Context: an optimization exercise on an open-source flow, tuned for small area, a short achievable clock period and few clock cycles per item. The choices shown serve that exercise and are no tape-out recipe. In this exercise RTL edits were held to simulation tests only and were not proved equivalent to the original.

v6:
## multipli
module multipli
#(parameter int N = 32)
(
	input  logic                        CLOCK,
	input  logic                        RESET,
	input  logic                        START,
	input  logic signed [N-1:0]         A,B,
	output logic signed [2*N-1:0]       S,
	output logic                        END_MULT
);
logic [1:0] COUNT;
logic [40:0] X, Y;
logic [23:0] LO;
logic XB;
logic go, first, last;
logic [0:0] NF;     
assign go    = START & ~END_MULT;
assign first = ~NF[0];
assign last  = (COUNT == 2'd3);
logic [8:0] aa, al;
assign aa = {A[7:0], 1'b0};
assign al = {LO[7:0], XB};
logic [3:0] oneA, twoA, ngA, oneL, twoL, ngL;
always_comb begin
    for (int i = 0; i < 4; i++) begin
        oneA[i] = aa[2*i] ^ aa[2*i+1];
        twoA[i] = (aa[2*i+2] & ~aa[2*i+1] & ~aa[2*i]) | (~aa[2*i+2] & aa[2*i+1] & aa[2*i]);
        ngA[i]  = aa[2*i+2] & ~(aa[2*i+1] & aa[2*i]);
        oneL[i] = al[2*i] ^ al[2*i+1];
        twoL[i] = (al[2*i+2] & ~al[2*i+1] & ~al[2*i]) | (~al[2*i+2] & al[2*i+1] & al[2*i]);
        ngL[i]  = al[2*i+2] & ~(al[2*i+1] & al[2*i]);
    end
end
logic [3:0] one [1], two [1], ng [1];
always_comb
    for (int k = 0; k < 1; k++) begin
        one[k] = NF[k] ? oneL : oneA;
        two[k] = NF[k] ? twoL : twoA;
        ng[k]  = NF[k] ? ngL : ngA;
    end
logic [32:0] m [4];
logic [32:0] Bl, Bh;
assign Bl = {B[31], B};
assign Bh = {B, 1'b0};
always_comb begin
    for (int i = 0; i < 4; i++)
        for (int j = 0; j < 33; j++) begin
            int k;
            k = j * 1 / 33;
            m[i][j] = ((one[k][i] & Bl[j]) | (two[k][i] & Bh[j])) ^ ng[k][i];
        end
end
logic fa_p0, fa_g0;
assign fa_p0 = X[0] ^ Y[0];
assign fa_g0 = X[0] & Y[0];
logic fa_p1, fa_g1;
assign fa_p1 = X[1] ^ Y[1];
assign fa_g1 = X[1] & Y[1];
logic fa_p2, fa_g2;
assign fa_p2 = X[2] ^ Y[2];
  ...
Settings: LEC_CHECK=0, ABC_AREA=1, CAP_MARGIN=20, CORE_MARGIN=2, CORE_UTILIZATION=40, SETUP_SLACK_MARGIN=1.3, SLEW_MARGIN=20; clock period 5.0 ns.
standard.sh (not shown) runs the stock make flow with config.mk's settings and CLKGATE_MAP_FILE= SYNTH_SCRIPT=/design/flow/synth_recipe.tcl, a recipe that flattens the netlist after the stock synthesis.
==> flow/flow/run.sh <==
#!/bin/bash
# Layout flow: the standard flow (standard.sh) with two changes.
# 1. The port buffers that global placement inserts are made from
#    sky130_fd_sc_hd__buf_1 instead of the default pick; the resizer upsizes
#    them where timing or slew needs it.
# 2. After the standard synthesis, flow/fixinv.py removes inverters around
#    the full-adder cells (an adder with all inputs and outputs complemented
#    is the same adder) and swaps gates for their complements where that
#    saves an inverter. Registers are not touched.
# Each tool's output goes to a log of its own in this folder.
set -e
export BUFFER_PORTS_ARGS="-buffer_cell sky130_fd_sc_hd__buf_1"
RES=orfs/results/sky130hd/multipli/base
OR=$(command -v openroad || echo /OpenROAD-flow-scripts/tools/install/OpenROAD/bin/openroad)
bash standard.sh synth > synth.log 2>&1
cp $RES/1_synth.odb $RES/1_synth_std.odb
"$OR" -python -no_init flow/fixinv.py $RES/1_synth_std.odb $RES/1_synth.odb > fixinv.log 2>&1
bash standard.sh > standard.log 2>&1
Other scripts of this flow, unchanged in this note and not shown: flow/flow/fixinv.py
Testbench counts of v6, summed over its fixed seeds: cycles 7,992, items 1,600.
Here is what was changed in the inputs of v7 compared with v6.
--- a/flow/design.v
+++ b/flow/design.v
@@ -11,44 +11,34 @@
 logic [1:0] COUNT;
 logic [40:0] X, Y;
 logic [23:0] LO;
 logic XB;
 logic go, first, last;
 logic [0:0] NF;     
 assign go    = START & ~END_MULT;
 assign first = ~NF[0];
 assign last  = (COUNT == 2'd3);
-logic [8:0] aa, al;
-assign aa = {A[7:0], 1'b0};
-assign al = {LO[7:0], XB};
-logic [3:0] oneA, twoA, ngA, oneL, twoL, ngL;
-always_comb begin
-    for (int i = 0; i < 4; i++) begin
-        oneA[i] = aa[2*i] ^ aa[2*i+1];
-        twoA[i] = (aa[2*i+2] & ~aa[2*i+1] & ~aa[2*i]) | (~aa[2*i+2] & aa[2*i+1] & aa[2*i]);
-        ngA[i]  = aa[2*i+2] & ~(aa[2*i+1] & aa[2*i]);
-        oneL[i] = al[2*i] ^ al[2*i+1];
-        twoL[i] = (al[2*i+2] & ~al[2*i+1] & ~al[2*i]) | (~al[2*i+2] & al[2*i+1] & al[2*i]);
-        ngL[i]  = al[2*i+2] & ~(al[2*i+1] & al[2*i]);
-    end
-end
-logic [3:0] one [1], two [1], ng [1];
+logic [8:0] ab [1];
 always_comb
-    for (int k = 0; k < 1; k++) begin
-        one[k] = NF[k] ? oneL : oneA;
-        two[k] = NF[k] ? twoL : twoA;
-        ng[k]  = NF[k] ? ngL : ngA;
-    end
+    for (int k = 0; k < 1; k++)
+        ab[k] = NF[k] ? {LO[7:0], XB} : {A[7:0], 1'b0};
+logic [3:0] one [1], two [1], ng [1];
 logic [32:0] m [4];
 logic [32:0] Bl, Bh;
 assign Bl = {B[31], B};
 assign Bh = {B, 1'b0};
 always_comb begin
+    for (int k = 0; k < 1; k++)
+        for (int i = 0; i < 4; i++) begin
+            one[k][i] = ab[k][2*i] ^ ab[k][2*i+1];
+            two[k][i] = (ab[k][2*i+2] & ~ab[k][2*i+1] & ~ab[k][2*i]) | (~ab[k][2*i+2] & ab[k][2*i+1] & ab[k][2*i]);
+            ng[k][i]  = ab[k][2*i+2] & ~(ab[k][2*i+1] & ab[k][2*i]);
+        end
     for (int i = 0; i < 4; i++)
         for (int j = 0; j < 33; j++) begin
             int k;
             k = j * 1 / 33;
             m[i][j] = ((one[k][i] & Bl[j]) | (two[k][i] & Bh[j])) ^ ng[k][i];
         end
 end
 logic fa_p0, fa_g0;
 assign fa_p0 = X[0] ^ Y[0];
Findings:
v7 ended up with a higher non-clock buffer area fraction after layout than v6 did. Compared with v6, v7 shows average vias per placed instance higher by about 0.4%. Delta (v7 minus v6): cell area higher; required time of the critical path increased by 1.10 ns relative to the old numbers; share of cells above drive strength 1 rose 3.0 points. Critical path arrival in v7 vs v6: up 1.14 ns. v7 against v6: global-route wire length before repair now sits higher; routed wire length now sits higher. v7 finished every step from synthesis to the final layout, and the layout passed the timing, DRC and antenna checks. v6 | status: complete | timing, DRC, antenna: pass. More vias were needed by v7 than by v6. The final reports for v7 and v6 show post-layout worst setup margin lower in the former.
Testbench counts of v7, summed over its fixed seeds: cycles 7,992, items 1,600.

what the ideal ports hide:
In the flow no input, the clock included, has a driving cell. The finished layouts below were timed again as built, in two steps.
Step 1: set_driving_cell puts a clkbuf_16 on CLOCK and a buf_2 on each other input, an assumption about the parent block.
Step 2 times the ports against the registers' clock, not the clock port: input delays grow and output delays shrink by t, the midpoint of the rising clock arrivals with the driver on.
Slacks: ideal / step 1 / step 2; pairs: ideal / step 1.
| run | t (ns) | setup WS [ns] | worst setup path after step 2 | cell pins on the clock port's net |
|---|---|---|---|---|
| v6 | 0.412 | 1.384 / 1.337 / 1.002 | input to register | 1 |
| v7 | 0.409 | 1.341 / 1.348 / 0.952 | input to register | 1 |
After both steps setup and hold are still met in every run listed. The setup slack of v7, which loses most, moves by +0.007 ns with the drivers and by -0.389 ns with both steps.
